Background: an optimization exercise with open tools, aiming at a short achievable clock period and few clock cycles. Do not read the settings as production practice.
The RTL was checked by simulation tests, not by an equivalence proof against the original design.

## flow/design.v

```verilog
module ARM (
	input clk,
	input rst,
	output [31:0] imem_addr,
	input  [31:0] imem_rdata,
	output [31:0] dmem_addr,
	output [31:0] dmem_wdata,
	output dmem_rd_en,
	output dmem_wr_en,
	input  [31:0] dmem_rdata,
	input  dmem_ready
);
	reg  [9:0]  pc;
	reg         fd_v;
	reg  [31:0] fd_ins;
	reg  [14:0] fd_oha, fd_ohb;    
	reg         fd_xa, fd_xb;      
	reg         fd_la, fd_lb;      
	reg         fd_pred;           
	reg         fd_zoff;           
	reg  [9:0]  fd_alt;            
	reg         de_v;
	reg  [3:0]  de_cond;
	reg         de_wr;             
	reg         de_ld, de_st, de_br, de_setf;
	reg  [3:0]  de_rd, de_ra, de_rm;
	reg         de_pred, de_zoff;
	reg  [9:0]  de_alt;
	reg         de_arith, de_invb, de_cin1, de_cinc, de_zext, de_linv;
	reg  [1:0]  de_lsel;
	reg  [32:0] de_a;              
	reg  [32:0] de_b;              
	reg  [31:0] de_sd;             
	reg         de_pa, de_pb, de_ps;    
	reg         de_pbs;                 
	reg  [6:0]  de_shf;                 
	reg         de_lch;                 
	reg         x_wr;
	reg  [3:0]  x_dst;
	reg  [31:0] x_val;
	reg         ld_v;
	reg  [3:0]  ld_dst;
	reg  [31:0] ld_q;
	reg  [31:0] ld_qs;             
	reg  [3:0]  flg;
	reg  [31:0] rf [0:14];
	reg  [14:0] virgin;        
	reg  [14:0] pend;          
	reg  [3:0]  ptag [0:14];   
	reg  [3:0]  l_seq;         
	reg         o_rd, o_wr;
	reg  [31:0] o_addr, o_wdata;
	reg  [3:0]  o_dst, o_tag;
	reg         q_wr   [0:3];
	reg  [31:0] q_addr [0:3];
	reg  [31:0] q_data [0:3];
	reg  [3:0]  q_dst  [0:3];
	reg  [3:0]  q_tag  [0:3];
	reg  [1:0]  q_rp, q_wp;
	reg  [2:0]  q_cnt;
	wire fN = flg[3], fZ = flg[2], fC = flg[1], fV = flg[0];
	wire [15:0] ctab = {
		1'b0,                       
		1'b1,                       
		fZ | (fN != fV),            
		~fZ & (fN == fV),           
		fN != fV,                   
		fN == fV,                   
		~fC | fZ,                   
		fC & ~fZ,                   
		~fV, fV, ~fN, fN, ~fC, fC, ~fZ, fZ };
	wire        e_cond = ctab[de_cond];
	wire        e_go   = de_v & e_cond;           
	wire        e_hold = e_go & (de_pa | de_pb | de_ps);
	wire        e_ok   = e_go & ~e_hold;
	wire        cin = de_cin1 | (de_cinc & fC);
	wire [33:0] sum34 = {de_a, 1'b1} + {de_b, cin};
	wire [32:0] sum = sum34[33:1];
	wire [32:0] zc  = {de_a[31:0] | de_b[31:0], cin};
	wire        zsum = &(~(de_a ^ de_b ^ zc));
	reg  [31:0] lres;
	always @(*) begin
		case (de_lsel)
			2'd0: lres = de_a[31:0] & de_b[31:0];
			2'd1: lres = de_a[31:0] | de_b[31:0];
			2'd2: lres = de_a[31:0] ^ de_b[31:0];
			default: lres = de_b[31:0];
		endcase
		if (de_linv) lres = ~lres;
	end
	wire [31:0] res  = de_arith ? sum[31:0] : lres;
	wire        nN   = res[31];
	wire        nC   = de_arith ? sum[32] : lres[31];
	wire        nZ   = de_arith ? zsum : ~|lres;
	wire        nV   = de_arith ? (sum[31] ^ sum[32]) : 1'b0;
	wire        e_qmem = e_go & (de_ld | de_st) & ~de_lch;    
	wire        e_mem  = e_qmem & ~e_hold;
	wire        e_ldw  = e_mem & de_ld;
	wire        e_aluw = e_ok & de_wr;
	wire        e_sets = e_go & de_setf;
	wire        mispredict = de_v & de_br & ~de_zoff & (e_cond != de_pred);
	wire [31:0] di   = fd_ins;
	wire [1:0]  dmode = di[27:26];
	wire        dI   = di[25];
	wire [3:0]  dop  = di[24:21];
	wire        dS   = di[20];
	wire [3:0]  drn  = di[19:16];
	wire [3:0]  drd  = di[15:12];
	wire [3:0]  drm  = di[3:0];
	wire d_dp    = dmode == 2'b00;
	wire d_mov   = dop == 4'b1101;
	wire d_mvn   = dop == 4'b1111;
	wire d_add   = dop == 4'b0100;
	wire d_adc   = dop == 4'b0101;
	wire d_sub   = dop == 4'b0010;
	wire d_sbc   = dop == 4'b0110;
	wire d_and   = dop == 4'b0000;
	wire d_orr   = dop == 4'b1100;
	wire d_eor   = dop == 4'b0001;
	wire d_cmp   = dop == 4'b1010;
	wire d_tst   = dop == 4'b1000;
	wire d_wrop  = d_mov | d_mvn | d_add | d_adc | d_sub | d_sbc | d_and | d_orr | d_eor;
	wire d_alu_w = d_dp & d_wrop;
	wire d_cmpt  = d_dp & dS & (d_cmp | d_tst);
	wire d_alu   = d_alu_w | d_cmpt;
	wire d_ld    = (dmode == 2'b01) & dS;
	wire d_st    = (dmode == 2'b01) & ~dS;
	wire d_mem   = dmode == 2'b01;
	wire d_br    = (dmode == 2'b10) & ~di[24];
	wire d_setf  = (d_alu_w & dS) | d_cmpt | d_ld;
	wire d_invb  = d_dp & (d_sub | d_sbc | d_cmp);
	wire d_zext  = d_dp & d_adc;
	wire d_use_a = (d_alu & ~d_mov & ~d_mvn) | d_mem;
	wire d_use_b = d_alu & ~dI & ~di[4];
	wire d_shift = d_use_b & (di[11:7] != 5'd0);
	wire [3:0] d_rbsel = d_st ? drd : drm;
	reg  [31:0] rfv [0:14];
	integer i;
	always @(*)
		for (i = 0; i < 15; i = i + 1)
			rfv[i] = virgin[i] ? i : rf[i];
	function [31:0] rdreg(input [14:0] oh);
		integer j;
		begin
			rdreg = 32'd0;
			for (j = 0; j < 15; j = j + 1)
				rdreg = rdreg | (rfv[j] & {32{oh[j]}});
		end
	endfunction
	wire [31:0] d_va = fd_xa ? x_val : fd_la ? ld_q : rdreg(fd_oha);
	wire [31:0] d_vb = fd_xb ? x_val : fd_lb ? ld_q : rdreg(fd_ohb);
	wire [4:0]  d_sh  = di[11:7];
	wire [1:0]  d_sty = di[6:5];
	wire [63:0] d_ror = {d_vb, d_vb} >> d_sh;
	wire [4:0]  d_rot = {di[11:8], 1'b0};
	wire [63:0] d_iror = {24'd0, di[7:0], 24'd0, di[7:0]} >> d_rot;
	reg  [31:0] d_op2;
	always @(*) begin
		if (d_mem)
			d_op2 = {{20{di[11]}}, di[11:0]};
		else if (dI)
			d_op2 = d_iror[31:0];
		else if (di[4])
			d_op2 = 32'd0;
		else case (d_sty)
			2'b00: d_op2 = d_vb << d_sh;
			2'b11: d_op2 = d_ror[31:0];
			default: d_op2 = d_vb >> d_sh;
		endcase
	end
	function fwd(input [3:0] r);
		fwd = e_go & de_wr & (de_rd == r);
	endfunction
	function pl(input [3:0] r, input [14:0] oh);
		pl = (|(pend & oh) & ~fwd(r)) |
		     (e_qmem & de_ld & (de_rd == r) & (r != 4'd15));
	endfunction
	wire d_pla = pl(drn, fd_oha);
	wire d_plb = pl(d_rbsel, fd_ohb);
	wire d_fwa = fwd(drn);
	wire d_fwb = fwd(d_rbsel);
	wire d_fa = d_use_a & d_fwa;
	wire d_fb = d_use_b & ~d_shift & d_fwb;
	wire d_fs = d_st & d_fwb;
	wire d_pa = d_use_a & d_pla;
	wire d_pb = d_use_b & d_plb;
	wire d_ps = d_st & d_plb;
	wire head_busy = o_rd | o_wr;
	wire served    = head_busy & dmem_ready;
	wire head_free = ~head_busy | served;
	wire q_nonempty = q_cnt != 3'd0;
	wire [3:0] q_tot = {1'b0, q_cnt} + {3'd0, head_busy} + {3'd0, e_qmem};
	wire stall = fd_v & (
		(d_shift & d_fwb) |
		(d_mem & (q_tot >= 4'd5)));
	wire [31:0] d_addr = d_va + {{20{di[11]}}, di[11:0]};
	wire [3:0] dcnd = di[31:28];
	wire d_ctrue = (dcnd == 4'd14) | (~e_sets & ctab[dcnd]);
	wire d_lok = fd_v & d_mem & d_ctrue & ~stall & ~mispredict &
	             ~d_pla & ~d_fwa & (d_ld | (~d_plb & ~d_fwb)) &
	             ~q_nonempty & ~e_qmem;
	wire launch = d_lok & ~e_hold & head_free;
	wire launch_ld = launch & d_ld;
	wire zf = e_sets ? nZ : fZ;
	wire d_zcond = (dcnd == 4'd0) | (dcnd == 4'd1);
	wire d_known = ~e_sets | d_zcond;
	wire d_taken = d_zcond ? (zf ^ dcnd[0]) : ctab[dcnd];
	wire d_fix = fd_v & d_br & ~fd_zoff & d_known & (d_taken != fd_pred);
	wire [31:0] fi = imem_rdata;
	wire        f_br = (fi[27:26] == 2'b10) & ~fi[24];
	wire        d_sets = fd_v & d_setf;
	wire        stable = ~d_sets & ~e_sets;
	wire [3:0]  fc = fi[31:28];
	wire        f_guess = (fc == 4'd14) | ((fc != 4'd15) & fi[23]);
	wire        f_zcond = (fc == 4'd0) | (fc == 4'd1);
	wire        f_pred = f_br & ((f_zcond & ~d_sets) ? (zf ^ fc[0]) :
	                             stable ? ctab[fc] : f_guess);
	wire [9:0]  pc1 = pc + 10'd1;
	wire [9:0]  f_tgt = pc1 + fi[9:0];
	wire [9:0]  f_next = f_pred ? f_tgt : pc1;
	wire [9:0]  f_alt  = f_pred ? pc1 : f_tgt;
	wire        f_st = (fi[27:26] == 2'b01) & ~fi[20];
	wire [3:0]  f_rb = f_st ? fi[15:12] : fi[3:0];
	wire [15:0] f_oha = 16'd1 << fi[19:16];
	wire [3:0]  n_ra = f_hold ? drn : fi[19:16];
	wire [3:0]  n_rb = f_hold ? d_rbsel : f_rb;
	wire [15:0] f_ohb = 16'd1 << f_rb;
	assign imem_addr = {22'd0, pc};
	assign dmem_addr  = o_addr;
	assign dmem_wdata = o_wdata;
	assign dmem_rd_en = o_rd;
	assign dmem_wr_en = o_wr;
	wire bypass_q  = head_free & ~q_nonempty & e_mem;    
	wire q_push    = e_mem & ~bypass_q;
	wire q_pop     = head_free & q_nonempty;
	wire [15:0] o_oh = 16'd1 << o_dst;
	wire head_latest = |(pend & o_oh[14:0]) & (ptag[o_dst] == o_tag);
	wire launch_ldn = d_lok & ~e_hold & d_ld;
	wire head_kill = ((e_aluw | e_ldw) & (de_rd == o_dst)) | (launch_ldn & (drd == o_dst));
	wire head_wr = o_rd & head_latest & ~head_kill;    
	wire ld_wr = dmem_ready & head_wr;                  
	wire cap_da = dmem_ready & (head_wr & (o_dst == drn));
	wire cap_db = dmem_ready & (head_wr & (o_dst == d_rbsel));
	wire cap_ea = dmem_ready & (head_wr & (o_dst == de_ra));
	wire cap_eb = dmem_ready & (head_wr & (o_dst == de_rm));
	wire cap_es = dmem_ready & (head_wr & (o_dst == de_rd));
	wire        ls_e = e_hold & de_pb & de_pbs;
	wire [4:0]  ls_sh = ls_e ? de_shf[6:2] : di[11:7];
	wire [1:0]  ls_ty = ls_e ? de_shf[1:0] : di[6:5];
	wire [31:0] ls_in = dmem_rdata;
	wire [63:0] ls_ror = {ls_in, ls_in} >> ls_sh;
	reg  [31:0] ls_out;
	always @(*) begin
		case (ls_ty)
			2'b00: ls_out = ls_in << ls_sh;
			2'b11: ls_out = ls_ror[31:0];
			default: ls_out = ls_in >> ls_sh;
		endcase
	end
	function [32:0] xa(input [31:0] v, input zext);
		xa = {~zext & v[31], v};
	endfunction
	function [32:0] xb(input [31:0] v, input zext, input invb);
		xb = {33{invb}} ^ {~zext & v[31], v};
	endfunction
	wire        n_rd   = q_nonempty ? ~q_wr[q_rp] : e_mem ? de_ld : launch & d_ld;
	wire        n_wr   = q_nonempty ?  q_wr[q_rp] : e_mem ? de_st : launch & d_st;
	wire [31:0] n_addr = q_nonempty ? q_addr[q_rp] : e_mem ? sum[31:0] : d_addr;
	wire [31:0] n_data = q_nonempty ? q_data[q_rp] : e_mem ? de_sd : d_vb;
	wire        pc_upd = mispredict | ~f_hold;
	wire [9:0]  pc_n   = mispredict ? de_alt : d_fix ? fd_alt : f_next;
	wire advance = ~e_hold;           
	wire f_hold  = e_hold | stall;
	always @(posedge clk) begin
		pc      <= rst ? 10'd0 : pc ^ ({10{pc_upd}} & (pc_n ^ pc));
		o_rd    <= ~rst & (o_rd ^ (head_free & (n_rd ^ o_rd)));
		o_wr    <= ~rst & (o_wr ^ (head_free & (n_wr ^ o_wr)));
		o_addr  <= o_addr  ^ ({32{head_free}} & (n_addr ^ o_addr));
		o_wdata <= o_wdata ^ ({32{head_free}} & (n_data ^ o_wdata));
	end
	always @(posedge clk or posedge rst) begin
		if (rst) begin
			fd_v <= 1'b0;
			de_v <= 1'b0;
			flg <= 4'd0;
			virgin <= 15'h7fff;
			x_wr <= 1'b0;
			ld_v <= 1'b0;
			pend <= 15'd0;
			l_seq <= 4'd0;
			q_rp <= 2'd0; q_wp <= 2'd0; q_cnt <= 3'd0;
		end else begin
			if (mispredict)
				fd_v <= 1'b0;
			else if (!f_hold)
				fd_v <= ~d_fix;
			if (advance)
				de_v <= fd_v & ~stall & ~mispredict;
			if (e_ok & de_setf)
				flg <= {nN, nZ, nC, nV};
			if (x_wr && x_dst != 4'd15) virgin[x_dst] <= 1'b0;
			if (ld_v && ld_dst != 4'd15) virgin[ld_dst] <= 1'b0;
			x_wr <= e_aluw;
			ld_v <= ld_wr;
			if (ld_wr && o_dst != 4'd15) pend[o_dst] <= 1'b0;
			if (e_aluw && de_rd != 4'd15) pend[de_rd] <= 1'b0;
			if (e_ldw && de_rd != 4'd15) pend[de_rd] <= 1'b1;
			if (launch_ld && drd != 4'd15) pend[drd] <= 1'b1;
			if (e_ldw | launch_ld) l_seq <= l_seq + 4'd1;
			if (q_push) q_wp <= q_wp + 2'd1;
			if (q_pop)  q_rp <= q_rp + 2'd1;
			q_cnt <= q_cnt + {2'd0, q_push} - {2'd0, q_pop};
		end
	end
	always @(posedge clk) begin
		fd_xa <= e_aluw & (de_rd == n_ra);
		fd_xb <= e_aluw & (de_rd == n_rb);
		fd_la <= ld_wr & (o_dst == n_ra);
		fd_lb <= ld_wr & (o_dst == n_rb);
		if (~(f_hold | mispredict)) begin
			fd_ins  <= fi;
			fd_oha  <= f_oha[14:0];
			fd_ohb  <= f_ohb[14:0];
			fd_pred <= f_pred;
			fd_zoff <= fi[23:0] == 24'd0;
			fd_alt  <= f_alt;
		end
		if (advance) begin
			de_cond  <= di[31:28];
			de_wr    <= d_alu_w;
			de_ld    <= d_ld;
			de_st    <= d_st;
			de_br    <= d_br;
			de_setf  <= d_setf;
			de_rd    <= drd;
			de_ra    <= drn;
			de_rm    <= drm;
			de_pred  <= d_br & (fd_pred ^ d_fix);
			de_zoff  <= fd_zoff;
			de_alt   <= fd_alt;
			de_arith <= d_mem | (d_dp & (d_add | d_adc | d_sub | d_sbc | d_cmp));
			de_invb  <= d_invb;
			de_cin1  <= d_dp & (d_sub | d_cmp);
			de_cinc  <= d_dp & d_adc;
			de_zext  <= d_zext;
			de_lsel  <= (d_and | d_tst) ? 2'd0 : d_orr ? 2'd1 : d_eor ? 2'd2 : 2'd3;
			de_linv  <= d_mvn;
			de_a     <= d_fa ? xa(res, d_zext) :
			            (d_pa & cap_da) ? xa(dmem_rdata, d_zext) : xa(d_va, d_zext);
			de_b     <= d_fb ? xb(res, d_zext, d_invb) :
			            (d_pb & ~d_shift & cap_db) ? xb(dmem_rdata, d_zext, d_invb) : xb(d_op2, d_zext, d_invb);
			de_sd    <= d_fs ? res : (d_ps & cap_db) ? dmem_rdata : d_vb;
			de_pa    <= d_pa & ~cap_da;
			de_pb    <= d_pb & ~(cap_db & ~d_shift);
			de_ps    <= d_ps & ~cap_db;
			de_pbs   <= d_shift;
			de_shf   <= di[11:5];
			de_lch   <= launch;
		end else begin
			if (de_pa & cap_ea) begin de_a  <= xa(dmem_rdata, de_zext); de_pa <= 1'b0; end
			if (de_pb & ~de_pbs & cap_eb) begin de_b  <= xb(dmem_rdata, de_zext, de_invb); de_pb <= 1'b0; end
			if (de_pb & de_pbs & ld_v & (ld_dst == de_rm)) begin de_b <= xb(ld_qs, de_zext, de_invb); de_pb <= 1'b0; end
			if (de_ps & cap_es) begin de_sd <= dmem_rdata; de_ps <= 1'b0; end
		end
		if (x_wr) rf[x_dst] <= x_val;
		if (ld_v) rf[ld_dst] <= ld_q;
		x_dst  <= de_rd;
		x_val  <= res;
		ld_dst <= o_dst;
		ld_q   <= dmem_rdata;
		ld_qs  <= ls_out;
		if (e_ldw) ptag[de_rd] <= l_seq;
		if (launch_ld) ptag[drd] <= l_seq;
		if (e_mem) begin
			q_wr[q_wp]   <= de_st;
			q_addr[q_wp] <= sum[31:0];
			q_data[q_wp] <= de_sd;
			q_dst[q_wp]  <= de_rd;
			q_tag[q_wp]  <= l_seq;
		end
		if (head_free) begin
			o_dst   <= q_nonempty ? q_dst[q_rp]  : e_mem ? de_rd : drd;
			o_tag   <= q_nonempty ? q_tag[q_rp]  : l_seq;
		end
	end
endmodule
```

## flow/flow/run.sh

```bash
#!/bin/bash
# Layout flow: the standard ORFS flow (standard.sh, unchanged synthesis),
# with repair_timing asked for a setup margin so that it optimises the layout
# for a shorter period than the constraint's 18 ns, and the port buffers made
# with a regular buffer cell. The clock period and the SDC stay the design's.
set -euo pipefail
cd "$(dirname "${BASH_SOURCE[0]}")/.."
bash standard.sh SETUP_SLACK_MARGIN=13.5 \
  "BUFFER_PORTS_ARGS=-buffer_cell sky130_fd_sc_hd__buf_4" \
  finish > flow_make.log 2>&1
```

## flow/standard.sh

```bash
#!/bin/bash
# synth_recipe.tcl (not shown) runs the flow's synth.tcl, then flattens the netlist and writes it again
# the make line also repeats each setting of config.mk as NAME=value (left out here)
make -C /OpenROAD-flow-scripts/flow DESIGN_CONFIG=/design/flow/config.mk WORK_HOME=/design/flow/orfs CLKGATE_MAP_FILE= SYNTH_SCRIPT=/design/flow/synth_recipe.tcl "${@:-finish}"
```

## flow/config.mk

```make
export PLATFORM = sky130hd
export DESIGN_NAME = ARM
export DESIGN_NICKNAME = ARM
export VERILOG_FILES = /design/flow/design.v
export SDC_FILE = /design/flow/constraint.sdc
export NUM_CORES = 8
export LEC_CHECK = 0
export CAP_MARGIN = 20
export CORE_MARGIN = 2
export CORE_UTILIZATION = 40
export CTS_CLUSTER_DIAMETER = 150
export CTS_CLUSTER_SIZE = 20
export SETUP_SLACK_MARGIN = 0.4
export SLEW_MARGIN = 20
```

## flow/constraint.sdc

```tcl
create_clock -name core_clock -period 18.0 [get_ports {clk}]
set_input_delay 3.6000 -clock core_clock [delete_from_list [all_inputs] [get_ports {clk}]]
set_output_delay 3.6000 -clock core_clock [all_outputs]
set_load 0.01 [all_outputs]
```

==> summary.md, run 1 <==
| Metric | Value |
|---|---|
| Status | `finished clean` |
| Routed Antenna Nets | `0` |
| Routability-driven placement congestion ratio | `between 1 and 1.5` |
| Crit path largest cell delay | `between 500 and 600 ps` |
| Clock sinks | `about 1300` |
| Clock root buffer | `clkbuf_16` |
| Reg clk slew, reported paths | `about 90 ps` |
| Vias in the first global route | `approximately 69000` |
| Synth Area in XOR/XNOR | `0.0278` |
| Routed WL | `around 410 mm` |
| Met3 capacity usage during global routing | `0.156` |
| Largest cells by area after synthesis | `edfxtp_1, mux4_2, o21ai_0` |
| WP data arrival | `between 5000 and 6000 ps` |
| Syn. warnings | `2` |
| Fin crit share | `0.291` |
| Simple-Gate Fraction of Synth Area | `0.149` |
| Max-Cap Viols | `0` |
| TritonCTS clock tree | `built` |
| Pre-Repair DR Iteration Count | `14` |
| Least-Margin Pin Slew | `1410 ps` |
| Sequential-to-total area share from yosys stat | `0.468` |
| Count leader, synth | `edfxtp_1` |
| Seq cells post-synth | `approximately 1300` |
| Wire length per cell | `roughly 39 um` |
| Initial antenna violation count | `51` |
| R2R cell count | `23` |
| Share of flip-flops with an asynchronous set or reset | `0.0377` |
| Mux cell area share after synthesis | `0.106` |
| Unrepaired setup endpoints after global routing | `true` |
| HP Class | `reg -> reg` |
| Crit. End Element | `flip-flop` |
| Top FF cell, synth | `edfxtp_1` |
| Reg2Reg Setup Slack | `approximately 13000 ps` |
| Critical path buffers and inverters | `5` |
| Die Footprint | `204000 um^2` |
| Top Ports | `roughly 170` |
| FMAX | `between 150 and 200 MHz` |
| Mapped Cells | `around 7700` |
| Hold_ws | `about 460 ps` |
| Hold Crit Start | `fd_alt[4]` |
| Rows | `~160` |
| Top delay family on crit path | `compound AO/OA/AOI/OAI gates` |
| Hold-fix buffers at CTS | `0` |
| Area Growth Syn to Fin | `18.5%` |
| Fin util | `0.477` |
| Largest net degree at the start of global routing | `100` |
| Worst endpoint required time | `18480 ps` |
| Num CTS Buffers | `76` |
| Fin. max-slew vios | `0` |
| WHS Endpoint | `de_alt[4]` |
| Starting Density | `0.402` |
| Chip width | `around 450 um` |
| Dpl ws | `11440 ps` |
| DRC | `0` |
| Top cells by count, synth | `edfxtp_1, nand2_1, o21ai_0` |
| Synth Area in Compound Gates | `0.178` |
| Share of layout cells above drive strength 1 | `0.238` |
| Top cell type's share of synthesized area | `0.422` |
| FF-to-FF Start | `virgin[1]` |
| Port Buffers | `~140` |
| Die Height | `between 400 and 500 um` |
| All-Layer GR Usage | `0.382` |
| Largest family of logic cells by synthesized area | `compound AO/OA/AOI/OAI gates` |
| Minimum clock period | `between 5000 and 6000 ps` |
| CP Launch Type | `flip-flop` |
| Mean area per synthesized cell | `10.4 um^2` |
| CP max stage cell | `dfstp_4` |
| Clk Latency, worst-skew pair | `approximately 820 ps` |
| Endpoints failing hold | `0` |
| Post-synth EDFFs | `approximately 1100` |
| First-pass GRT wire length | `551 mm` |
| Layer with the highest usage | `met2` |
| Count of cell types in the netlist | `roughly 110` |
| Worst setup margin | `12760 ps` |
| Synth area leader | `edfxtp_1` |
| CTS max path bufs | `3` |
| Synth Area in Adders | `0.0237` |
| Via/cell ratio | `between 7 and 8` |
| Worst Path Max Fanout | `11` |
| Met1 Use GR | `0.501` |
| Crit Path Class | `reg -> reg` |
| Setup violations, final | `0` |
| Critical-path cell list | `buf_4 -> buf_6 -> o21ai_1 -> nand4_1 -> o32ai_4 -> o21ai_4 -> ha_4 -> fa_2 -> a21o_4 -> a21oi_4 -> o21ai_4 -> a2111oi_4 -> nor2_2 -> o32a_1 -> a41oi_2 -> a21oi_2 -> buf_4 -> buf_6 -> buf_6 -> xnor2_2 -> nor2_1 -> a21oi_1 -> o21ai_1` |
| Fin Setup TNS | `0 ps` |
| Relative max-transition margin | `0.0610` |
| Vias | `between 70000 and 80000` |
| Fillers | `about 18000` |
| First DRT Iteration DRCs | `around 15000` |
| H-tree depth | `3` |
| Hold depth | `0` |
| Core footprint | `about 200000 um^2` |
| Skew final | `approximately 79 ps` |
| Post-layout nets | `8059` |
| Area of the mapped netlist | `80300 um^2` |
| M2 GR Usage | `0.515` |
| Placed wire-length estimate | `261 mm` |
| Grt ovf | `0` |
| Most used cell, CP | `buf_6` |
[how the worst max path moves through the flow]
stage | start | end | slack, ps | depth (start not counted)
detailed placement | dmem_ready | de_b[20] | 11440 | 10
finish | virgin[1] | flip-flop | 12760 | 23
CTS | imem_rdata[30] | fd_alt[3] | 12810 | 11
floorplan | imem_rdata[30] | fd_alt[0] | 12420 | 10
global placement | dmem_ready | de_b[20] | 11430 | 10
global route | fd_oha[4] | flip-flop | 12670 | 24
[cell usage in the layout, fill, tap and decap left out, types with 114 or more instances in the layout]
master	count
nor2_1	405
mux2i_1	177
nand2_1	818
a21oi_1	279
inv_1	205
xnor2_1	158
nand4_1	114
and3b_1	287
edfxtp_1	1128
buf_4	414
o21ai_0	583
mux4_2	190
a22oi_1	206
ha_1	127
mux2_2	192
buf_6	157
[state kept, by name, indices dropped and copies added, names as in the netlist, 33 cells and up, named ones only]
| signal | cells |
|---|---|
| de_a | 33 |
| q_data | 128 |
| q_addr | 128 |
| rf | 480 |
| ptag | 60 |
| de_b | 33 |
[routing by layer]
metal	vias up	share of wire	wire length, um
li1	29700	-	-
met1	36900	0.37	150000
met2	7021	0.39	159000
met3	1694	0.16	65500
met4	42	0.081	33300
met5	-	0.0014	570
[timing repair]
action                                  in CTS  in global routing
endpoints found under the hold margin        0                  0
endpoints found under the setup margin     810                706
gates resized for setup                    501                486
gates cloned                                25                  6
buffers inserted                           184                115
pin swaps                                  150                202
[final cells by class]
class	instances	area [um^2]	share of cell area
antenna	36	90.1	0.000946
clock buffer	123	2100	0.0221
clock inverter	10	153	0.00160
inverter	223	885	0.00929
multi-input combinational	5547	43500	0.457
sequential	1301	37700	0.396
tap	2656	3320	0.0349
timing repair buffer	694	7420	0.0780
[per-stage QoR]
step	instances	instance area, um^2
after floorplan	7761	81800
after global placement	10100	84900
after detailed placement	10100	84900
after CTS	10400	91700
after global routing	10600	95100
final	10600	95200
[worst reg2reg max path: stages (launching register included)]
cell,delay [ps]
dfstp_4,510
buf_4,180
buf_6,190
o21ai_1,180
nand4_1,220
o32ai_4,350
o21ai_4,150
ha_4,230
fa_2,380
a21o_4,260
a21oi_4,180
o21ai_4,100
a2111oi_4,460
nor2_2,80
o32a_1,380
a41oi_2,210
a21oi_2,100
buf_4,150
buf_6,110
buf_6,100
xnor2_2,140
nor2_1,50
a21oi_1,140
o21ai_1,70
[logic make-up (layout without fill, tap and decap cells)]
logic type | count (synthesis) | count (layout)
flip-flops | 1301 | 1301
adder cells (fa/ha/maj) | 149 | 149
AND/OR/NAND/NOR | 2317 | 2325
AO/OA/AOI/OAI | 2204 | 2207
multiplexers | 591 | 591
buffers and inverters | 924 | 1050
other | 1 | 58
XOR/XNOR | 253 | 253
Testbench counts, summed over its fixed seeds: cycles 39,840.
==> inputs of run 2 (changes only) <==
--- a/flow/design.v
+++ b/flow/design.v
@@ -46,3 +46,2 @@
 	reg  [31:0] rf [0:14];
-	reg  [14:0] virgin;        
 	reg  [14:0] pend;          
@@ -140,3 +139,3 @@
 		for (i = 0; i < 15; i = i + 1)
-			rfv[i] = virgin[i] ? i : rf[i];
+			rfv[i] = rf[i];
 	function [31:0] rdreg(input [14:0] oh);
@@ -213,6 +212,18 @@
 	wire [3:0]  fc = fi[31:28];
-	wire        f_guess = (fc == 4'd14) | ((fc != 4'd15) & fi[23]);
-	wire        f_zcond = (fc == 4'd0) | (fc == 4'd1);
-	wire        f_pred = f_br & ((f_zcond & ~d_sets) ? (zf ^ fc[0]) :
-	                             stable ? ctab[fc] : f_guess);
+	reg  [15:0] pk_b, pk_f;
+	integer c;
+	always @(*) begin
+		for (c = 0; c < 14; c = c + 1) begin
+			if (c < 2) begin
+				pk_b[c] = d_sets | (zf ^ c[0]);
+				pk_f[c] = ~d_sets & (zf ^ c[0]);
+			end else begin
+				pk_b[c] = ~stable | ctab[c];
+				pk_f[c] = stable & ctab[c];
+			end
+		end
+		pk_b[14] = 1'b1; pk_f[14] = 1'b1;
+		pk_b[15] = 1'b0; pk_f[15] = 1'b0;
+	end
+	wire        f_pred = f_br & (fi[23] ? pk_b[fc] : pk_f[fc]);
 	wire [9:0]  pc1 = pc + 10'd1;
@@ -269,4 +280,4 @@
 	wire [31:0] n_data = q_nonempty ? q_data[q_rp] : e_mem ? de_sd : d_vb;
-	wire        pc_upd = mispredict | ~f_hold;
-	wire [9:0]  pc_n   = mispredict ? de_alt : d_fix ? fd_alt : f_next;
+	wire        f_take = f_pred & ~mispredict & ~f_hold & ~d_fix;
+	wire [9:0]  pc_alt = mispredict ? de_alt : f_hold ? pc : d_fix ? fd_alt : pc1;
 	wire advance = ~e_hold;           
@@ -274,3 +285,3 @@
 	always @(posedge clk) begin
-		pc      <= rst ? 10'd0 : pc ^ ({10{pc_upd}} & (pc_n ^ pc));
+		pc      <= rst ? 10'd0 : f_take ? f_tgt : pc_alt;
 		o_rd    <= ~rst & (o_rd ^ (head_free & (n_rd ^ o_rd)));
@@ -280,2 +291,3 @@
 	end
+	integer k;
 	always @(posedge clk or posedge rst) begin
@@ -285,3 +297,4 @@
 			flg <= 4'd0;
-			virgin <= 15'h7fff;
+			for (k = 0; k < 15; k = k + 1)
+				rf[k] <= k;
 			x_wr <= 1'b0;
@@ -300,4 +313,4 @@
 				flg <= {nN, nZ, nC, nV};
-			if (x_wr && x_dst != 4'd15) virgin[x_dst] <= 1'b0;
-			if (ld_v && ld_dst != 4'd15) virgin[ld_dst] <= 1'b0;
+			if (x_wr && x_dst != 4'd15) rf[x_dst] <= x_val;
+			if (ld_v && ld_dst != 4'd15) rf[ld_dst] <= ld_q;
 			x_wr <= e_aluw;
@@ -364,4 +377,2 @@
 		end
-		if (x_wr) rf[x_dst] <= x_val;
-		if (ld_v) rf[ld_dst] <= ld_q;
 		x_dst  <= de_rd;
--- a/flow/config.mk
+++ b/flow/config.mk
@@ -9,5 +9,4 @@
 export CORE_MARGIN = 2
-export CORE_UTILIZATION = 40
-export CTS_CLUSTER_DIAMETER = 150
-export CTS_CLUSTER_SIZE = 20
+export CORE_UTILIZATION = 55
+export PLACE_DENSITY = 0.68
 export SETUP_SLACK_MARGIN = 0.4
==> summary.md, run 2 <==
| Metric | Value |
|---|---|
| Top cell type's share of synthesized area | `0.246 (-0.176)` |
| Final instance area | `93600 um^2 (-1.7%)` |
| Fin. max-slew vios | `0 (unchanged)` |
| Critical path origin | `fd_lb` |
| Endpoints failing hold | `0 (unchanged)` |
| FF-to-FF Start | `fd_lb` |
| Hold Crit Start | `fd_alt[0]` |
| Num CTS Buffers | `143 (+88%)` |
| Routed Antenna Nets | `0 (unchanged)` |
| Clk Latency, worst-skew pair | `830 ps (about the same)` |
| Routed WL | `390 mm (-4.4%)` |
| Clock root buffer | `clkbuf_16` |
| Area of the multi-input gates | `43800 um^2 (+0.55%)` |
| Seq cells post-synth | `1286 (-1.2%)` |
| Synth Area in Compound Gates | `0.197 (+0.0194)` |
| Count leader, synth | `nor2_1` |
| Critical-path cell list | `clkinvlp_4 -> buf_4 -> o21a_1 -> o31ai_1 -> buf_4 -> nand2_1 -> o21ai_0 -> a221oi_1 -> a221oi_1 -> o211ai_1 -> o21ai_0 -> o221ai_1 -> xnor2_1 -> a21oi_1` |
| Count of cell types in the netlist | `104 (-8.0%)` |
| Routability-driven placement congestion ratio | `1.04 (-6.3%)` |
| FMAX | `186 MHz (-2.4%)` |
| Mux cell area share after synthesis | `0.141 (+0.0350)` |
| All-Layer GR Usage | `0.510 (+0.127)` |
| Initial antenna violation count | `37 (-27%)` |
| Placed Cells | `9689 (-4.0%)` |
| Share of layout cells above drive strength 1 | `0.194 (-0.0441)` |
| HP Class | `reg -> reg` |
| Status | `finished clean` |
| Core footprint | `143000 um^2 (-28%)` |
| Layer with the highest usage | `met2` |
| Biggest regs | `rf (480), q_addr (128), q_data (128)` |
| Largest register by flop count | `rf` |
| Commonest non-fill, non-tap cell in the layout | `nand2_1` |
| Wire length per cell | `38.0 um (-1.6%)` |
| Port Buffers | `142 (unchanged)` |
| First-pass GRT wire length | `533 mm (-3.3%)` |
| Unrepaired setup endpoints after global routing | `true` |
| M2 GR Usage | `0.693 (+0.178)` |
| Top cells by count, synth | `nor2_1, nand2_1, mux2i_1` |
| Fin Setup TNS | `0 ps (unchanged)` |
| Top FF cell, synth | `edfxtp_1` |
| Largest cells by area after synthesis | `edfxtp_1, dfrtp_1, mux2i_1` |
| Hold-fix buffers at CTS | `0 (unchanged)` |
| Fin util | `0.654 (+0.177)` |
| Least-Margin Pin Slew | `1410 ps (+0.494 ps)` |
| Skew final | `80.3 ps (+1.11 ps)` |
| Pre-Repair DR Iteration Count | `13 (-1)` |
| Reg clk slew, reported paths | `60 ps (-30 ps)` |
| Commonest cells after routing, fill and taps aside | `nand2_1, nor2_1, mux2i_1` |
| Met1 Use GR | `0.651 (+0.150)` |
| Largest net degree at the start of global routing | `93 (-7.0%)` |
| Starting Density | `0.553 (+0.151)` |
| Grt ovf | `0 (unchanged)` |
| Worst endpoint required time | `18490 ps (about the same)` |
| Post-route insts no fill | `10300 (-2.9%)` |
| Synth Area in XOR/XNOR | `0.0278 (+0.0000767)` |
| Max-Cap Viols | `0 (unchanged)` |
| Crit path largest cell delay | `790 ps (+280 ps)` |
| Syn. warnings | `3 (+1)` |
| CP max stage cell | `a221oi_1` |
| Post-layout nets | `8425 (+4.5%)` |
| Sequential-to-total area share from yosys stat | `0.440 (-0.0280)` |
| Setup violations, final | `0 (unchanged)` |
| Placed instance area | `81600 um^2 (-3.9%)` |
| Top Ports | `165 (unchanged)` |
| Simple-Gate Fraction of Synth Area | `0.123 (-0.0266)` |
| WP data arrival | `5860 ps (+140 ps)` |
| Reg2Reg Setup Slack | `12630 ps (-130 ps)` |
| Share of flip-flops with an asynchronous set or reset | `0.400 (+0.362)` |
| CP Launch Type | `flip-flop` |
| DRC | `0 (unchanged)` |
| Rows | `139 (-15%)` |
| Worst Path Max Fanout | `19 (+8)` |
| Minimum clock period | `5370 ps (+129 ps)` |
| TritonCTS clock tree | `built` |
| Placed wire-length estimate | `248 mm (-5.2%)` |
| Synth Area in Adders | `0.0220 (-0.00164)` |
| Post-synth EDFFs | `648 (-43%)` |
| Area Growth Syn to Fin | `18.3%` |
| CTS max path bufs | `3 (unchanged)` |
| Area of the mapped netlist | `79100 um^2 (-1.5%)` |
| Vias in the first global route | `70800 (+3.0%)` |
| Largest family of logic cells by synthesized area | `compound AO/OA/AOI/OAI gates` |
| Met3 capacity usage during global routing | `0.229 (+0.0732)` |
| FF/Latch Area | `34900 um^2 (-7.5%)` |
| Crit. End Element | `flip-flop` |
| Relative max-transition margin | `0.0544 (-0.00663)` |
| Via/cell ratio | `7.54 (+6.0%)` |
| Die Footprint | `147000 um^2 (-28%)` |
| Clock sinks | `1286 (-1.2%)` |
| Largest register FFs | `480 (unchanged)` |
| Mean area per synthesized cell | `9.67 um^2 (-6.8%)` |
| Mapped Cells | `8187 (+5.8%)` |
| Vias | `77500 (+2.9%)` |
| Synth area leader | `edfxtp_1` |
| Fin crit share | `0.298 (+0.00718)` |
| Crit Path Class | `reg -> reg` |
| Chip width | `383 um (-15%)` |
| First DRT Iteration DRCs | `14900 (-0.87%)` |
| Fillers | `11100 (-39%)` |
| H-tree depth | `4 (+1)` |
| Die Height | `383 um (-15%)` |
==> run 2: cell count changes after synthesis, sizes merged, moves of 285 or more <==
cell,delta
and3b,-285
a21oi,+328
dfrtp,+452
nor2,+318
edfxtp,-480
mux2i,+514
==> run 2: cell type report <==
type                            instances  area share
Tap cell                             1903      0.0254
Clock buffer                          187      0.0414
Clock inverter                         75     0.00922
Multi-Input combinational cell       5961       0.468
Sequential cell                      1286       0.373
Timing Repair Buffer                  641      0.0746
Antenna cell                           39     0.00104
Inverter                              188     0.00785
==> run 2: critical path: cells and delay by family (launching register included) <==
kind,cells,cell delay [ps]
AO/OA/AOI/OAI,9,2730
buffers and inverters,3,1380
AND/OR/NAND/NOR,1,430
flip-flops,1,350
XOR/XNOR,1,170
==> run 2: worst paths after layout <==
check | endpoint | cells after the start
worst min register to register | de_alt[0] | 0
worst max register to register | de_b[25] | 14
max in group asynchronous | rf[4][12] | 6
worst max-delay path | de_b[25] | 14
min in group asynchronous | de_v | 3
worst min-delay path | de_alt[0] | 0
==> run 2: through the flow <==
stage          hold slack (ps)  setup WS (ps)
3_3_place_gp               430          10800
3_5_place_dp               441          10740
4_1_cts                    456          12770
5_1_grt                    469          12580
2_1_floorplan              346           7270
6_report                   456          12630
==> run 2: kinds of logic (layout without fill, tap and decap cells) <==
family,Yosys count,count (layout)
buffers and inverters,973,1091
xor gates and xnor gates,250,250
other,1,61
muxes,919,919
AOI/OAI and AO/OA,2426,2431
and+or+nand+nor,2195,2202
DFF,1286,1286
adders and majority gates,137,137
==> run 2: per-layer routing <==
metal	part of all wire	up-vias	wire (um)
met3	0.17	2056	65700
met4	0.085	39	33300
met5	0.0021	-	807
met2	0.40	7517	155000
li1	-	30600	-
met1	0.35	37300	136000
==> run 2: what timing repair did <==
action	CTS	global route
pin swaps	127	158
endpoints found under the setup margin	1215	937
resized for setup	561	401
buffers inserted	130	114
gates cloned	27	18
hold endpoints to repair	0	0
Testbench counts of run 2, summed over its fixed seeds: cycles 39,840.
==> inputs of run 3 (changes only) <==
--- a/flow/design.v
+++ b/flow/design.v
@@ -41,2 +41,3 @@
 	reg         ld_v;
+	reg         ld_vk;             
 	reg  [3:0]  ld_dst;
@@ -248,8 +249,9 @@
 	wire head_latest = |(pend & o_oh[14:0]) & (ptag[o_dst] == o_tag);
-	wire launch_ldn = d_lok & ~e_hold & d_ld;
-	wire head_kill = ((e_aluw | e_ldw) & (de_rd == o_dst)) | (launch_ldn & (drd == o_dst));
-	wire head_wr = o_rd & head_latest & ~head_kill;    
+	wire head_wr = o_rd & head_latest;                  
 	wire ld_wr = dmem_ready & head_wr;                  
-	wire cap_da = dmem_ready & (head_wr & (o_dst == drn));
-	wire cap_db = dmem_ready & (head_wr & (o_dst == d_rbsel));
+	wire e_ld_to = e_qmem & de_ld;                      
+	wire launch_ldn = d_lok & ~e_hold & d_ld;
+	wire ld_keep = ~(((e_aluw | e_ldw) & (de_rd == o_dst)) | (launch_ldn & (drd == o_dst)));
+	wire cap_da = dmem_ready & (head_wr & (o_dst == drn) & ~(e_ld_to & (de_rd == drn)));
+	wire cap_db = dmem_ready & (head_wr & (o_dst == d_rbsel) & ~(e_ld_to & (de_rd == d_rbsel)));
 	wire cap_ea = dmem_ready & (head_wr & (o_dst == de_ra));
@@ -301,2 +303,3 @@
 			ld_v <= 1'b0;
+			ld_vk <= 1'b0;
 			pend <= 15'd0;
@@ -313,6 +316,7 @@
 				flg <= {nN, nZ, nC, nV};
-			if (x_wr && x_dst != 4'd15) rf[x_dst] <= x_val;
 			if (ld_v && ld_dst != 4'd15) rf[ld_dst] <= ld_q;
+			if (x_wr && x_dst != 4'd15) rf[x_dst] <= x_val;    
 			x_wr <= e_aluw;
 			ld_v <= ld_wr;
+			ld_vk <= ld_wr & ld_keep;
 			if (ld_wr && o_dst != 4'd15) pend[o_dst] <= 1'b0;
@@ -328,51 +332,94 @@
 	always @(posedge clk) begin
-		fd_xa <= e_aluw & (de_rd == n_ra);
-		fd_xb <= e_aluw & (de_rd == n_rb);
-		fd_la <= ld_wr & (o_dst == n_ra);
-		fd_lb <= ld_wr & (o_dst == n_rb);
-		if (~(f_hold | mispredict)) begin
-			fd_ins  <= fi;
-			fd_oha  <= f_oha[14:0];
-			fd_ohb  <= f_ohb[14:0];
-			fd_pred <= f_pred;
-			fd_zoff <= fi[23:0] == 24'd0;
-			fd_alt  <= f_alt;
-		end
-		if (advance) begin
-			de_cond  <= di[31:28];
-			de_wr    <= d_alu_w;
-			de_ld    <= d_ld;
-			de_st    <= d_st;
-			de_br    <= d_br;
-			de_setf  <= d_setf;
-			de_rd    <= drd;
-			de_ra    <= drn;
-			de_rm    <= drm;
-			de_pred  <= d_br & (fd_pred ^ d_fix);
-			de_zoff  <= fd_zoff;
-			de_alt   <= fd_alt;
-			de_arith <= d_mem | (d_dp & (d_add | d_adc | d_sub | d_sbc | d_cmp));
-			de_invb  <= d_invb;
-			de_cin1  <= d_dp & (d_sub | d_cmp);
-			de_cinc  <= d_dp & d_adc;
-			de_zext  <= d_zext;
-			de_lsel  <= (d_and | d_tst) ? 2'd0 : d_orr ? 2'd1 : d_eor ? 2'd2 : 2'd3;
-			de_linv  <= d_mvn;
-			de_a     <= d_fa ? xa(res, d_zext) :
-			            (d_pa & cap_da) ? xa(dmem_rdata, d_zext) : xa(d_va, d_zext);
-			de_b     <= d_fb ? xb(res, d_zext, d_invb) :
-			            (d_pb & ~d_shift & cap_db) ? xb(dmem_rdata, d_zext, d_invb) : xb(d_op2, d_zext, d_invb);
-			de_sd    <= d_fs ? res : (d_ps & cap_db) ? dmem_rdata : d_vb;
-			de_pa    <= d_pa & ~cap_da;
-			de_pb    <= d_pb & ~(cap_db & ~d_shift);
-			de_ps    <= d_ps & ~cap_db;
-			de_pbs   <= d_shift;
-			de_shf   <= di[11:5];
-			de_lch   <= launch;
+		if (rst) begin
+			de_a <= 0;
+			de_alt <= 0;
+			de_arith <= 0;
+			de_b <= 0;
+			de_br <= 0;
+			de_cin1 <= 0;
+			de_cinc <= 0;
+			de_cond <= 0;
+			de_invb <= 0;
+			de_lch <= 0;
+			de_ld <= 0;
+			de_linv <= 0;
+			de_lsel <= 0;
+			de_pa <= 0;
+			de_pb <= 0;
+			de_pbs <= 0;
+			de_pred <= 0;
+			de_ps <= 0;
+			de_ra <= 0;
+			de_rd <= 0;
+			de_rm <= 0;
+			de_sd <= 0;
+			de_setf <= 0;
+			de_shf <= 0;
+			de_st <= 0;
+			de_wr <= 0;
+			de_zext <= 0;
+			de_zoff <= 0;
+			fd_alt <= 0;
+			fd_ins <= 0;
+			fd_la <= 0;
+			fd_lb <= 0;
+			fd_oha <= 0;
+			fd_ohb <= 0;
+			fd_pred <= 0;
+			fd_xa <= 0;
+			fd_xb <= 0;
+			fd_zoff <= 0;
 		end else begin
-			if (de_pa & cap_ea) begin de_a  <= xa(dmem_rdata, de_zext); de_pa <= 1'b0; end
-			if (de_pb & ~de_pbs & cap_eb) begin de_b  <= xb(dmem_rdata, de_zext, de_invb); de_pb <= 1'b0; end
-			if (de_pb & de_pbs & ld_v & (ld_dst == de_rm)) begin de_b <= xb(ld_qs, de_zext, de_invb); de_pb <= 1'b0; end
-			if (de_ps & cap_es) begin de_sd <= dmem_rdata; de_ps <= 1'b0; end
+			fd_xa <= e_aluw & (de_rd == n_ra);
+			fd_xb <= e_aluw & (de_rd == n_rb);
+			fd_la <= ld_wr & (o_dst == n_ra);
+			fd_lb <= ld_wr & (o_dst == n_rb);
+			if (~(f_hold | mispredict)) begin
+				fd_ins  <= fi;
+				fd_oha  <= f_oha[14:0];
+				fd_ohb  <= f_ohb[14:0];
+				fd_pred <= f_pred;
+				fd_zoff <= fi[23:0] == 24'd0;
+				fd_alt  <= f_alt;
+			end
+			if (advance) begin
+				de_cond  <= di[31:28];
+				de_wr    <= d_alu_w;
+				de_ld    <= d_ld;
+				de_st    <= d_st;
+				de_br    <= d_br;
+				de_setf  <= d_setf;
+				de_rd    <= drd;
+				de_ra    <= drn;
+				de_rm    <= drm;
+				de_pred  <= d_br & (fd_pred ^ d_fix);
+				de_zoff  <= fd_zoff;
+				de_alt   <= fd_alt;
+				de_arith <= d_mem | (d_dp & (d_add | d_adc | d_sub | d_sbc | d_cmp));
+				de_invb  <= d_invb;
+				de_cin1  <= d_dp & (d_sub | d_cmp);
+				de_cinc  <= d_dp & d_adc;
+				de_zext  <= d_zext;
+				de_lsel  <= (d_and | d_tst) ? 2'd0 : d_orr ? 2'd1 : d_eor ? 2'd2 : 2'd3;
+				de_linv  <= d_mvn;
+				de_a     <= d_fa ? xa(res, d_zext) :
+				            (d_pa & cap_da) ? xa(dmem_rdata, d_zext) : xa(d_va, d_zext);
+				de_b     <= d_fb ? xb(res, d_zext, d_invb) :
+				            (d_pb & ~d_shift & cap_db) ? xb(dmem_rdata, d_zext, d_invb) : xb(d_op2, d_zext, d_invb);
+				de_sd    <= d_fs ? res : (d_ps & cap_db) ? dmem_rdata : d_vb;
+				de_pa    <= d_pa & ~cap_da;
+				de_pb    <= d_pb & ~(cap_db & ~d_shift);
+				de_ps    <= d_ps & ~cap_db;
+				de_pbs   <= d_shift;
+				de_shf   <= di[11:5];
+				de_lch   <= launch;
+			end else begin
+				if (de_pa & cap_ea) begin de_a  <= xa(dmem_rdata, de_zext); de_pa <= 1'b0; end
+				if (de_pb & ~de_pbs & cap_eb) begin de_b  <= xb(dmem_rdata, de_zext, de_invb); de_pb <= 1'b0; end
+				if (de_pb & de_pbs & ld_vk & (ld_dst == de_rm)) begin de_b <= xb(ld_qs, de_zext, de_invb); de_pb <= 1'b0; end
+				if (de_ps & cap_es) begin de_sd <= dmem_rdata; de_ps <= 1'b0; end
+			end
 		end
+	end
+	always @(posedge clk) begin
 		x_dst  <= de_rd;
--- a/flow/config.mk
+++ b/flow/config.mk
@@ -9,4 +9,3 @@
 export CORE_MARGIN = 2
-export CORE_UTILIZATION = 55
-export PLACE_DENSITY = 0.68
+export CORE_UTILIZATION = 40
 export SETUP_SLACK_MARGIN = 0.4
==> summary.md, run 3 <==
| Metric | Value |
|---|---|
| Core footprint | `202000 um^2 (+41%)` |
| Top cells by count, synth | `a21oi_1, nand2_1, nor2_1` |
| HP Class | `reg -> reg` |
| Rows | `165 (+19%)` |
| Count of cell types in the netlist | `102 (-1.9%)` |
| Top delay family on crit path | `compound AO/OA/AOI/OAI gates` |
| Commonest cells after routing, fill and taps aside | `a21oi_1, nand2_1, nor2_1` |
| Endpoints failing hold | `0 (unchanged)` |
| Fin. max-slew vios | `0 (unchanged)` |
| Placed wire-length estimate | `261 mm (+5.3%)` |
| Reg clk slew, reported paths | `60 ps (about the same)` |
| Routability-driven placement congestion ratio | `1.05 (+0.53%)` |
| Wire length per cell | `34.9 um (-8.2%)` |
| Fin crit share | `0.299 (+0.00122)` |
| Area of the multi-input gates | `47000 um^2 (+7.3%)` |
| Stages on worst setup path | `13 (-1)` |
| Mean area per synthesized cell | `9.05 um^2 (-6.3%)` |
| WP data arrival | `6100 ps (+240 ps)` |
| H-tree depth | `4 (unchanged)` |
| Setup violations, final | `0 (unchanged)` |
| TritonCTS clock tree | `built` |
| Seq cells post-synth | `1287 (+0.078%)` |
| Grt ovf | `0 (unchanged)` |
| R2R cell count | `13 (-1)` |
| Crit path largest cell delay | `800 ps (about the same)` |
| Crit Path Class | `reg -> reg` |
| Hold-fix buffers at CTS | `0 (unchanged)` |
| Vias | `79000 (+2.0%)` |
| Top cell type's share of synthesized area | `0.157 (-0.0890)` |
| Minimum clock period | `5390 ps (+22.0 ps)` |
| Hold depth | `2 (+2)` |
| Num CTS Buffers | `149 (+4.2%)` |
| Sequential-to-total area share from yosys stat | `0.402 (-0.0384)` |
| CP max stage cell | `dfxtp_2` |
| Placed Cells | `11200 (+15%)` |
| Syn. warnings | `3 (unchanged)` |
| Initial antenna violation count | `32 (-14%)` |
| Status | `finished clean` |
| Area of the mapped netlist | `81200 um^2 (+2.6%)` |
| Die Height | `455 um (+19%)` |
| First-pass GRT wire length | `566 mm (+6.2%)` |
| Worst Path Max Fanout | `18 (-1)` |
| Starting Density | `0.402 (-0.151)` |
| FF/Latch Area | `32800 um^2 (-6.1%)` |
| Dpl ws | `10970 ps (+225 ps)` |
| CP Launch Type | `flip-flop` |
| Routed Antenna Nets | `0 (unchanged)` |
| Most used cell, CP | `o21ai_0` |
| Unrepaired setup endpoints after global routing | `true` |
| Pre-Repair DR Iteration Count | `9 (-4)` |
| Largest net degree at the start of global routing | `152 (+63%)` |
| Least-Margin Pin Slew | `1240 ps (-171 ps)` |
| Critical-path cell list | `buf_4 -> a22oi_1 -> nand4_1 -> nor3_1 -> nor4_2 -> nor2_1 -> o211ai_1 -> o21ai_0 -> a31oi_1 -> o21ai_0 -> o21ai_1 -> a21oi_1 -> a311o_1` |
| Post-layout nets | `9099 (+8.0%)` |
| Largest register FFs | `480 (unchanged)` |
| Port Buffers | `142 (unchanged)` |
| Top Ports | `165 (unchanged)` |
| Vias in the first global route | `73600 (+3.9%)` |
| FMAX | `186 MHz (-0.41%)` |
| Chip width | `455 um (+19%)` |
| Clock sinks | `1287 (+0.078%)` |
| CTS max path bufs | `3 (unchanged)` |
| Post-route insts no fill | `11700 (+14%)` |
| Clk Latency, worst-skew pair | `860 ps (+30 ps)` |
| Share of flip-flops with an asynchronous set or reset | `0.400 (+0.000466)` |
| Max-Cap Viols | `0 (unchanged)` |
| First DRT Iteration DRCs | `12900 (-13%)` |
| Largest register by flop count | `rf` |
| Mapped Cells | `8967 (+9.5%)` |
| Biggest regs | `rf (480), q_addr (128), q_data (128)` |
| Fin Setup TNS | `0 ps (unchanged)` |
| All-Layer GR Usage | `0.381 (-0.128)` |
| Share of layout cells above drive strength 1 | `0.185 (-0.00909)` |
| Fillers | `18700 (+69%)` |
| Skew final | `43.2 ps (-37.1 ps)` |
| Count leader, synth | `a21oi_1` |
| Routed WL | `408 mm (+4.6%)` |
| Via/cell ratio | `6.75 (-10%)` |
| Critical path buffers and inverters | `1 (-2)` |
| Top FF cell, synth | `dfrtp_1` |
| Worst setup margin | `12610 ps (-22.0 ps)` |
| Synth area leader | `edfxtp_1` |
| Relative max-transition margin | `0.169 (+0.115)` |
| Worst endpoint required time | `18720 ps (+230 ps)` |
| Area Growth Syn to Fin | `18.1%` |
| Crit. End Element | `flip-flop` |
| Die Footprint | `207000 um^2 (+41%)` |
| Largest cells by area after synthesis | `edfxtp_1, dfrtp_1, dfxtp_1` |
| Post-synth EDFFs | `424 (-35%)` |
| Clock root buffer | `clkbuf_16` |
| DRC | `0 (unchanged)` |
-- run 3: cell count changes after synthesis, moves of 27 or more --
cell      change
a21oi_1     +281
dfxtp_1     +224
edfxtp_1    -224
nand2_1     +196
nor2_1      +164
clkbuf_1     +87
a211oi_1     +78
mux2i_1      -62
mux4_2       +60
nand3_1      -57
o22ai_1      -51
inv_1        +36
buf_1        -27
o21ai_0      +27
-- run 3: per-stage QoR --
stage | area (um^2) | utilization | hold WS, ps
finish | 95900 | 0.475 | 450
floorplan | 81700 | - | 346
CTS | 93900 | 0.465 | 455
global placement | 84500 | 0.419 | 439
detailed placement | 84500 | 0.419 | 447
global route | 95900 | 0.475 | 479
-- run 3: final timing paths --
kind | startpoint | end | slack, ps
worst max-delay path | fd_ohb[12] | de_b[23] | 12610
worst max register to register | fd_ohb[12] | de_b[23] | 12610
max in group asynchronous | rst | rf[0][10] | 13640
min in group asynchronous | rst | rf[5][27] | 2940
worst min-delay path | de_alt[3] | de_alt[3] | 450
worst min register to register | de_alt[3] | de_alt[3] | 450
-- run 3: repair_timing --
action                     in CTS  in global routing
setup endpoints to repair     924                713
cloned                         39                  8
resized for setup             526                287
pin swaps                     173                155
setup buffers                 159                 54
-- run 3: cell type report --
type,instances,area share
diodes,19,0.000496
clock buffers,221,0.0450
clock inverters,54,0.00587
inverters,223,0.00946
multi-input cells,6606,0.490
flip-flops and latches,1287,0.342
well taps,2672,0.0349
repair buffers,626,0.0725
repair inverters,2,0.000235
-- run 3: kinds of logic (layout without fill, tap and decap cells) --
logic type,count (synthesis),count (layout),synth area share
DFF,1287,1287,0.402
other,1,41,0.0000462
adders and majority gates,137,137,0.0215
buffers and inverters,1103,1126,0.0546
and+or+nand+nor,2519,2525,0.134
muxes,930,930,0.149
AOI/OAI and AO/OA,2753,2755,0.214
xor gates and xnor gates,237,237,0.0258
-- run 3: layer usage --
metal | GRT usage | share of wire | vias to the layer above
met5 | 0.000700 | 0.0010 | -
met4 | 0.217 | 0.071 | 22
met3 | 0.132 | 0.13 | 1526
met2 | 0.536 | 0.41 | 5854
met1 | 0.507 | 0.39 | 38800
li1 | - | - | 32900
-- run 3: worst register-to-register path, delay by kind of cell (launching register included) --
| family | cells | cell delay (ps) |
|---|---|---|
| AOI/OAI and AO/OA | 8 | 2540 |
| buffers and inverters | 1 | 540 |
| DFF | 1 | 800 |
| and+or+nand+nor | 4 | 1400 |
Testbench counts of run 3, summed over its fixed seeds: cycles 39,840.

==> re-timing with driven ports <==
The results above use ideal ports. As a check the final layouts listed here were re-extracted and re-timed, cells and wires unchanged. Step 1 sets driving cells, clkbuf_16 on the clock port and buf_2 on the other inputs (assumed; they add their load-dependent delay and slew). Step 2 times the ports against the registers' clock, not the clock port: input delays grow and output delays shrink by t, the midpoint of the rising clock arrivals with the driver on. a / b / c = ideal / step 1 / step 2; a / b = the first two.
run | t, ns | setup WS [ns] | worst setup path after step 2 | worst slew at a driven data input, ns
run 1 | 0.867 | 12.763 / 12.763 / 11.928 | input to register | 0.21
run 2 | 0.887 | 12.634 / 12.542 / 11.656 | input to register | 0.21
run 3 | 0.932 | 12.612 / 12.612 / 11.924 | input to register | 0.07
After both steps setup and hold are still met in every run listed. The setup slack of run 2, which loses most, moves by -0.092 ns with the drivers and by -0.978 ns with both steps.
